This design comes from an exercise in tuning for small area on the open sky130 flow, not from production work. Only simulation tests tie the RTL to the original design; equivalence was not proved. The flow treats the clock pin as an ideal source, which a real chip does not have. No activity file was given, so power comes from the tool's default toggle rates.

==> inputs of job 2538 <==
// TOP_image_and_mouse
module TOP_image_and_mouse(
    input clk, reset_p,
    input data,
    input data_clk,
    input RsRx,
    input [0:0] sw,
    output Hsync, Vsync,
    output [3:0] V2M_Red, V2M_Green, V2M_Blue,
    output fb_we,
    output [16:0] fb_waddr,
    output [11:0] fb_wdata,
    output [16:0] fb_raddr,
    input  [11:0] fb_rdata);
export LEC_CHECK = 0
export CAP_MARGIN = 20
export CORE_MARGIN = 2
export CORE_UTILIZATION = 40
export SLEW_MARGIN = 20
create_clock -name core_clock -period 10.0 [get_ports {clk}]
standard.sh (not shown) runs the stock make flow with config.mk's settings and CLKGATE_MAP_FILE= SYNTH_SCRIPT=/design/flow/synth_recipe.tcl, a recipe that flattens the netlist after the stock synthesis.
==> flow/flow/run.sh <==
#!/bin/bash
# Own layout flow: the standard flow (the standard synthesis unchanged),
# with minimum-size port buffers, a clock tree of clkbuf_8 without dummy
# loads, and logic cells downsized before the placement repair.
set -euo pipefail
here=$(pwd)
export BUFFER_PORTS_ARGS="-buffer_cell sky130_fd_sc_hd__buf_1"
export CTS_ARGS='-sink_clustering_enable -repair_clock_nets -buf_list sky130_fd_sc_hd__clkbuf_8 -dont_use_dummy_load -sink_clustering_size 30 -sink_clustering_max_diameter 100 -sink_clustering_levels 1'
export PRE_RESIZE_TCL="$here/flow/downsize.tcl"
bash standard.sh synth > "$here/synth.log" 2>&1
bash standard.sh > "$here/layout.log" 2>&1
==> flow/flow/downsize.tcl <==
# Before the placement repair: give every logic cell the smallest drive
# strength of its function; repair_design then fixes any slew, capacitance
# or fanout violation this causes.
set db [ord::get_db]
set block [ord::get_db_block]
set dont_use $::env(DONT_USE_CELLS)
set n 0
foreach inst [$block getInsts] {
  set m [$inst getMaster]
  if { [$m getType] ne "CORE" } { continue }
  set name [$m getName]
  if { ![regexp {^(sky130_fd_sc_hd__[a-z0-9]+)_([0-9]+)$} $name -> base ds] } { continue }
  set best $name
  set barea [expr { [$m getWidth] * [$m getHeight] }]
  foreach d {0 1 2 4 6 8 12 16} {
    set cand "${base}_$d"
    if { $cand eq $name || [lsearch -exact $dont_use $cand] >= 0 } { continue }
    set cm [$db findMaster $cand]
    if { $cm eq "NULL" } { continue }
    set a [expr { [$cm getWidth] * [$cm getHeight] }]
    if { $a < $barea } { set best $cand; set barea $a }
  }
  if { $best ne $name } {
    replace_cell [$inst getName] $best
    incr n
  }
}
puts "downsize: $n cells downsized"
==> job 9511 (differences from job 2538) <==
==> flow/flow/run.sh (replaced) <==
#!/bin/bash
# Own layout flow: the standard flow (the standard synthesis unchanged),
# with minimum-size port buffers, logic cells downsized before the placement
# repair, and a clock tree of clkbuf_4 (no dummy loads) in which only the
# buffers whose loads would see too slow a clock edge are made larger.
set -euo pipefail
here=$(pwd)
export BUFFER_PORTS_ARGS="-buffer_cell sky130_fd_sc_hd__buf_1"
export CTS_ARGS="-sink_clustering_enable -repair_clock_nets -buf_list sky130_fd_sc_hd__clkbuf_4 -dont_use_dummy_load"
export PRE_RESIZE_TCL="$here/flow/downsize.tcl"
export POST_CTS_TCL="$here/flow/clkfix.tcl"
bash standard.sh synth > "$here/synth.log" 2>&1
bash standard.sh > "$here/layout.log" 2>&1
==> flow/flow/clkfix.tcl (new file) <==
# After clock tree synthesis with clkbuf_4: give each clock buffer whose
# loads see a slew above the target the next larger clkbuf, until none does,
# then legalize the placement again.
set target 0.110
set block [ord::get_db_block]
for {set iter 0} {$iter < 6} {incr iter} {
  estimate_parasitics -placement
  set changed 0
  foreach inst [$block getInsts] {
    set m [[$inst getMaster] getName]
    if { ![string match "sky130_fd_sc_hd__clkbuf_*" $m] } { continue }
    set onet [[$inst findITerm X] getNet]
    if { $onet eq "NULL" } { continue }
    set worst 0
    foreach it [$onet getITerms] {
      if { [$it getInst] eq $inst } { continue }
      set p [get_pins -quiet "[[$it getInst] getName]/[[$it getMTerm] getName]"]
      if { $p eq "" } { continue }
      set s [get_property $p slew_max]
      if { $s > $worst } { set worst $s }
    }
    if { $worst > $target } {
      set next ""
      switch -- $m {
        sky130_fd_sc_hd__clkbuf_1 { set next sky130_fd_sc_hd__clkbuf_2 }
        sky130_fd_sc_hd__clkbuf_2 { set next sky130_fd_sc_hd__clkbuf_4 }
        sky130_fd_sc_hd__clkbuf_4 { set next sky130_fd_sc_hd__clkbuf_8 }
        sky130_fd_sc_hd__clkbuf_8 { set next sky130_fd_sc_hd__clkbuf_16 }
      }
      if { $next ne "" } { replace_cell [$inst getName] $next; incr changed }
    }
  }
  puts "clkfix: pass $iter, $changed clock buffers upsized"
  if { $changed == 0 } { break }
}
detailed_placement
check_placement -verbose
estimate_parasitics -placement
- CORE_UTILIZATION: 40 -> 30
==> out/metrics.csv <==
metric;value;unit
cts repair resizes;0;
crit path DAT;6790;ps
largest net degree at the start of global routing;33;
Detailed Route Iter0 Violations;151;
fraction of area in multi-input gates;36.73;%
layout cells sized above 1;11.21;%
outcome;complete, no violations;
drt wl/cell;14.93;um
(the above is from job 2538)
==> out/metrics.csv <==
metric;value;unit
outcome;complete, no violations;
largest net degree at the start of global routing;34;
layout cells sized above 1;11.49;%
drt wl/cell;14.44;um
(the above is from job 9511)

==> trial 10: inputs <==
==> flow/design.v <==
`timescale 1ns / 1ps
module TOP_image_and_mouse(
    input clk, reset_p,
    input data,
    input data_clk,
    input RsRx,
    input [0:0] sw,
    output Hsync, Vsync,
    output [3:0] V2M_Red, V2M_Green, V2M_Blue,
    output fb_we,
    output [16:0] fb_waddr,
    output [11:0] fb_wdata,
    output [16:0] fb_raddr,
    input  [11:0] fb_rdata);
    reg [1:0] pc;
    reg [9:0] hc, vc;
    wire tick = (pc == 2'd3);
    always @(posedge clk or posedge reset_p)
        if (reset_p) {hc, pc} <= {10'd800, 2'd2};
        else if (tick && hc == 10'd802) {hc, pc} <= {10'd2, 2'd0};
        else {hc, pc} <= {hc, pc} + 12'd1;
    wire vtick = (pc == 2'd1) && (hc == 10'd658);
    always @(posedge clk or posedge reset_p)
        if (reset_p) vc <= 10'd523;
        else if (vtick) vc <= (vc == 10'd524) ? 10'd0 : vc + 10'd1;
    wire h_on = (hc < 10'd642);
    wire v_on = (vc < 10'd480);
    wire disp = h_on && v_on;
    assign Hsync = !((hc >= 10'd658) && (hc <= 10'd753));
    assign Vsync = !((vc == 10'd491) || (vc == 10'd492));
    assign fb_raddr = {(v_on ? vc[8:1] : 8'd0), (h_on ? hc[9:1] : 9'd1)};
    wire px0 = h_on & hc[0];
    reg [11:0] last;
    reg [11:0] temp;      
    always @(posedge clk or posedge reset_p)
        if (reset_p) last <= 12'd0;
        else if (tick && sw[0] && px0) last <= fb_rdata;
    wire [12:0] bc;
    wire [11:0] bs;
    genvar i;
    generate for (i = 0; i < 12; i = i + 1) begin : g_bl
        wire ci = (i % 4 == 0) ? 1'b0 : bc[i];
        assign bs[i] = last[i] ^ fb_rdata[i] ^ ci;
        assign bc[i+1] = (last[i] & fb_rdata[i]) | (last[i] & ci) | (fb_rdata[i] & ci);
    end endgenerate
    wire [11:0] blend = {bc[12], bs[11:9], bc[8], bs[7:5], bc[4], bs[3:1]};
    always @(posedge clk)
        if (tick) temp <= (sw[0] && !px0) ? blend : fb_rdata;
    reg mc1, mc2;
    always @(posedge clk or posedge reset_p)
        if (reset_p) begin mc1 <= 1'b0; mc2 <= 1'b0; end
        else begin mc1 <= data_clk; mc2 <= mc1; end
    wire mnedge = mc2 & ~mc1;           
    wire mpre   = mc1 & ~data_clk;      
    reg [5:0] mcnt;
    reg f1, f2;
    always @(posedge clk or posedge reset_p)
        if (reset_p) begin mcnt <= 6'd0; f1 <= 1'b0; f2 <= 1'b0; end
        else begin
            if (mcnt == 6'd44) mcnt <= 6'd0;
            else if (mnedge) mcnt <= mcnt + 6'd1;
            f1 <= (mcnt == 6'd44);
            f2 <= f1;
        end
    reg [3:0] fl;         
    reg [7:0] mx, my;     
    wire cap_fl = mpre && (mcnt >= 6'd5)  && (mcnt <= 6'd8);
    wire cap_x  = mpre && (mcnt >= 6'd12) && (mcnt <= 6'd19);
    wire cap_y  = mpre && (mcnt >= 6'd23) && (mcnt <= 6'd30);
    wire jx0 = (mcnt == 6'd12), jx7 = (mcnt == 6'd19);
    wire jy0 = (mcnt == 6'd23), jy7 = (mcnt == 6'd30);
    wire bx = fl[2] ? (jx0 ? 1'b0 : jx7 ? fl[0] : ~fl[0]) : ~data;
    wire by = fl[3] ? (jy0 ? 1'b1 : jy7 ? ~fl[1] : fl[1]) : data;
    always @(posedge clk) begin
        if (cap_fl) fl <= {data, fl[3:1]};
        if (cap_x)  mx <= {bx, mx[7:1]};
        if (cap_y)  my <= {by, my[7:1]};
    end
    reg [12:0] ncx;
    reg [11:0] ncy;
    wire [7:0] gx = mx | {8{~f2}}, gy = my & {8{f2}};
    wire [13:0] xa = {1'b1, ncx}, xb = {{6{gx[7]}}, gx};
    wire [13:0] ya = {2'b11, ncy}, yb = {{6{gy[7]}}, gy};
    wire [14:0] xc, yc;
    wire [13:0] nx, ny;
    assign xc[0] = 1'b1;
    assign yc[0] = 1'b0;
    generate for (i = 0; i < 14; i = i + 1) begin : g_mv
        assign nx[i] = xa[i] ^ xb[i] ^ xc[i];
        assign xc[i+1] = (xa[i] & xb[i]) | (xa[i] & xc[i]) | (xb[i] & xc[i]);
        assign ny[i] = ya[i] ^ yb[i] ^ yc[i];
        assign yc[i+1] = (ya[i] & yb[i]) | (ya[i] & yc[i]) | (yb[i] & yc[i]);
    end endgenerate
    always @(posedge clk or posedge reset_p)
        if (reset_p) begin ncx <= 13'h1fff; ncy <= 12'hfff; end
        else begin
            if (!nx[13]) ncx <= 13'h1fff;
            else if (!nx[12] & (!nx[11] | !nx[10])) ncx <= {~10'd639, nx[2:0]};
            else ncx <= nx[12:0];
            if (!ny[13]) ncy <= 12'hfff;
            else if (ny[11:8] == 4'd0) ncy <= {~9'd479, ny[2:0]};
            else ncy <= ny[11:0];
        end
    wire [9:0] nvx = ncx[12:3];           
    wire [9:0] nvy = {1'b1, ncy[11:3]};   
    wire [10:0] dxc, dyc;
    wire [9:0] dx, dy;
    assign dxc[0] = 1'b0;
    assign dyc[0] = 1'b1;
    generate for (i = 0; i < 10; i = i + 1) begin : g_cur
        assign dx[i] = hc[i] ^ nvx[i] ^ dxc[i];
        assign dxc[i+1] = (hc[i] & nvx[i]) | (hc[i] & dxc[i]) | (nvx[i] & dxc[i]);
        assign dy[i] = vc[i] ^ nvy[i] ^ dyc[i];
        assign dyc[i+1] = (vc[i] & nvy[i]) | (vc[i] & dyc[i]) | (nvy[i] & dyc[i]);
    end endgenerate
    wire cur = (dx[9:3] == 7'd0) && (dx[2:0] != 3'd0) &&
               (dy[9:3] == 7'd0) && (dy[2:0] != 3'd7);
    reg [11:0] rgb;
    always @(posedge clk or posedge reset_p)
        if (reset_p) rgb <= 12'd0;
        else if (!disp) rgb <= 12'd0;
        else rgb <= cur ? 12'hf00 : temp;
    assign {V2M_Red, V2M_Green, V2M_Blue} = rgb;
    reg rxd;
    wire upre = rxd & ~RsRx;    
    reg run;
    reg [3:0] ph;
    reg [9:0] baud;
    reg [1:0] bcnt;
    wire bwrap = (baud == 10'b0110011001);        
    wire bmid  = (baud == 10'b1000000101);        
    wire [9:0] bnext = {baud[8:0], ~(baud[9] ^ baud[6])};
    always @(posedge clk or posedge reset_p)
        if (reset_p) begin
            rxd <= 1'b0; run <= 1'b0; ph <= 4'd15; baud <= 10'd0; bcnt <= 2'd0;
        end
        else begin
            rxd <= RsRx;
            if (ph == 4'd8) begin
                baud <= 10'b0000000001;
                ph <= 4'd9;
                run <= upre;
                bcnt <= bcnt + 2'd1;
            end
            else if (!ph[3]) begin
                if (bwrap) begin baud <= 10'b0000000011; ph <= ph + 4'd1; end
                else baud <= bnext;
            end
            else begin
                if (ph != 4'd15) ph <= ph + 4'd1;
                if (run) begin
                    if (bwrap) begin baud <= 10'b0000000011; ph <= 4'd0; end
                    else baud <= bnext;
                end
                else if (upre) run <= 1'b1;
            end
        end
    reg [31:0] sh;        
    always @(posedge clk)
        if (!ph[3] && bmid) sh <= {RsRx, sh[31:1]};
    wire x_ok = !sh[9] && !(sh[8] && (sh[7] || sh[6]));
    wire y_ok = !sh[19] && !sh[18] && !(&sh[17:14]);
    assign fb_we    = (ph == 4'd14) && (bcnt == 2'd0) && x_ok && y_ok;
    assign fb_waddr = {sh[17:10], sh[8:0]};
    assign fb_wdata = sh[31:20];
endmodule
==> flow/flow/run.sh <==
#!/bin/bash
# Own layout flow: the standard flow (the standard synthesis unchanged),
# with minimum-size port buffers, logic cells downsized before the placement
# repair, and a clock tree of clkbuf_4 (no dummy loads) in which only the
# buffers whose loads would see too slow a clock edge are made larger.
set -euo pipefail
here=$(pwd)
export BUFFER_PORTS_ARGS="-buffer_cell sky130_fd_sc_hd__buf_1"
export CTS_ARGS="-sink_clustering_enable -repair_clock_nets -buf_list sky130_fd_sc_hd__clkbuf_4 -dont_use_dummy_load"
export PRE_RESIZE_TCL="$here/flow/downsize.tcl"
export POST_CTS_TCL="$here/flow/clkfix.tcl"
bash standard.sh synth > "$here/synth.log" 2>&1
bash standard.sh > "$here/layout.log" 2>&1
==> flow/flow/clkfix.tcl <==
# After clock tree synthesis with clkbuf_4: give each clock buffer that
# drives a flip-flop clock pin with a slew above the target the next larger
# clkbuf, until none does, then legalize the placement again.
set target 0.110
set block [ord::get_db_block]
for {set iter 0} {$iter < 6} {incr iter} {
  estimate_parasitics -placement
  set changed 0
  foreach inst [$block getInsts] {
    set m [[$inst getMaster] getName]
    if { ![string match "sky130_fd_sc_hd__clkbuf_*" $m] } { continue }
    set onet [[$inst findITerm X] getNet]
    if { $onet eq "NULL" } { continue }
    set worst 0
    foreach it [$onet getITerms] {
      if { [$it getInst] eq $inst || [[$it getMTerm] getName] ne "CLK" } { continue }
      set p [get_pins -quiet "[[$it getInst] getName]/[[$it getMTerm] getName]"]
      if { $p eq "" } { continue }
      set s [get_property $p slew_max]
      if { $s > $worst } { set worst $s }
    }
    if { $worst > $target } {
      set next ""
      switch -- $m {
        sky130_fd_sc_hd__clkbuf_1 { set next sky130_fd_sc_hd__clkbuf_2 }
        sky130_fd_sc_hd__clkbuf_2 { set next sky130_fd_sc_hd__clkbuf_4 }
        sky130_fd_sc_hd__clkbuf_4 { set next sky130_fd_sc_hd__clkbuf_8 }
        sky130_fd_sc_hd__clkbuf_8 { set next sky130_fd_sc_hd__clkbuf_16 }
      }
      if { $next ne "" } { replace_cell [$inst getName] $next; incr changed }
    }
  }
  puts "clkfix: pass $iter, $changed clock buffers upsized"
  if { $changed == 0 } { break }
}
detailed_placement
check_placement -verbose
estimate_parasitics -placement
==> flow/flow/downsize.tcl <==
# Before the placement repair: give every logic cell the smallest drive
# strength of its function; repair_design then fixes any slew, capacitance
# or fanout violation this causes.
set db [ord::get_db]
set block [ord::get_db_block]
set dont_use $::env(DONT_USE_CELLS)
set n 0
foreach inst [$block getInsts] {
  set m [$inst getMaster]
  if { [$m getType] ne "CORE" } { continue }
  set name [$m getName]
  if { ![regexp {^(sky130_fd_sc_hd__[a-z0-9]+)_([0-9]+)$} $name -> base ds] } { continue }
  set best $name
  set barea [expr { [$m getWidth] * [$m getHeight] }]
  foreach d {0 1 2 4 6 8 12 16} {
    set cand "${base}_$d"
    if { $cand eq $name || [lsearch -exact $dont_use $cand] >= 0 } { continue }
    set cm [$db findMaster $cand]
    if { $cm eq "NULL" } { continue }
    set a [expr { [$cm getWidth] * [$cm getHeight] }]
    if { $a < $barea } { set best $cand; set barea $a }
  }
  if { $best ne $name } {
    replace_cell [$inst getName] $best
    incr n
  }
}
puts "downsize: $n cells downsized"
==> flow/standard.sh <==
#!/bin/bash
# synth_recipe.tcl (not shown) runs the flow's synth.tcl, then flattens the netlist and writes it again
# the make line also repeats each setting of config.mk as NAME=value (left out here)
make -C /OpenROAD-flow-scripts/flow DESIGN_CONFIG=/design/flow/config.mk WORK_HOME=/design/flow/orfs CLKGATE_MAP_FILE= SYNTH_SCRIPT=/design/flow/synth_recipe.tcl "${@:-finish}"
==> flow/config.mk <==
export PLATFORM = sky130hd
export DESIGN_NAME = TOP_image_and_mouse
export DESIGN_NICKNAME = TOP_image_and_mouse
export VERILOG_FILES = /design/flow/design.v
export SDC_FILE = /design/flow/constraint.sdc
export NUM_CORES = 4
export LEC_CHECK = 0
export CAP_MARGIN = 0
export CORE_MARGIN = 2
export CORE_UTILIZATION = 40
export SLEW_MARGIN = 0
==> flow/constraint.sdc <==
create_clock -name core_clock -period 10.0 [get_ports {clk}]
set_input_delay 2.0000 -clock core_clock [delete_from_list [all_inputs] [get_ports {clk}]]
set_output_delay 2.0000 -clock core_clock [all_outputs]
set_load 0.01 [all_outputs]
==> inputs of build 26, as changes to trial 10 <==
==> flow/flow/run.sh (replaced) <==
#!/bin/bash
# Own layout flow: the standard flow (the standard synthesis unchanged),
# with minimum-size port buffers, a clock tree of clkbuf_8 without dummy
# loads, and logic cells downsized before the placement repair.
set -euo pipefail
here=$(pwd)
export BUFFER_PORTS_ARGS="-buffer_cell sky130_fd_sc_hd__buf_1"
export CTS_ARGS='-repair_clock_nets -buf_list sky130_fd_sc_hd__clkbuf_16 -dont_use_dummy_load'
export PRE_RESIZE_TCL="$here/flow/downsize.tcl"
bash standard.sh synth > "$here/synth.log" 2>&1
bash standard.sh > "$here/layout.log" 2>&1
--- a/flow/config.mk
+++ b/flow/config.mk
@@ -7,5 +7,5 @@
 export LEC_CHECK = 0
-export CAP_MARGIN = 0
+export CAP_MARGIN = 20
 export CORE_MARGIN = 2
 export CORE_UTILIZATION = 40
-export SLEW_MARGIN = 0
+export SLEW_MARGIN = 20
removed: flow/flow/clkfix.tcl
==> summary of the runs <==
Against build 26, the worst hold slack of trial 10 is better by 0.014 ns.
In routed wire length, build 26 and trial 10 hardly differ.
Synthesized cell count is the same in trial 10 and build 26.
In count of clock-buffer cells in the layout, trial 10 and build 26 do not differ.
In trial 10 the register-to-register slack is higher than in build 26, by 0.03 ns.
Cell count is about the same in trial 10 and build 26.
Between trial 10 and build 26, the lower first-iteration DRC count is in build 26 (gap 18%, measured against build 26).
==> figures <==
| metric | trial 10 | build 26 |
|---|---|---|
| Met2 wire len | 7.16 mm | 7.09 mm |
| Met3 wire length | 624 microns | 436 microns |
| Max VDD drop | 0.0807 mV | 0.0838 mV |
| Portion of the layout cell area used by non-clock buffers | 3.74% | 3.85% |
| Highest clock frequency the design can meet | 0.155 GHz | 0.155 GHz |
| Remaining max-slew budget at the tightest pin | 33.5% | 33.4% |
| Met1 Usage GRT | 19.6% | 19.5% |
| Comb power frac | 10.9% | 9.3% |
| Result of the run | finished clean | finished clean |
| R2r endpoint | ncx[10] | ncx[11] |
| Vias post-DR | 4700 | 4793 |
| Area delta synth->final | 6.35% | 9.62% |
| Worst setup slack before clock tree synthesis | 3.49 ns | 3.46 ns |
| Internal power of the cells | 0.905 mW | 1.09 mW |
| Minimum period implied by the final worst setup slack | 6.43 ns | 6.46 ns |

[separate check: timing with driven ports]
No port has a modelled driver above. Below, the same layouts with a new extraction and two added sets of constraints. Step 1 assumes that a clkbuf_16 drives the clock port and a buf_2 every other input. Step 2 also shifts input and output timing later by t, the mid clock arrival at the registers, as if the neighbouring blocks saw the same clock. Three values: no drivers, after step 1, after step 2; two values: the first two.
| run | t (ns) | setup slack, ns | worst slew at a driven data input, ns |
|---|---|---|---|
| job 2538 | 0.476 | 3.542 / 3.542 / 3.542 | 0.05 |
| job 9511 | 0.403 | 3.797 / 3.797 / 3.797 | 0.05 |
| trial 10 | 0.567 | 3.566 / 3.566 / 3.566 | 0.05 |
| build 26 | 0.461 | 3.539 / 3.539 / 3.539 | 0.05 |
After both steps setup and hold are still met in every run listed.
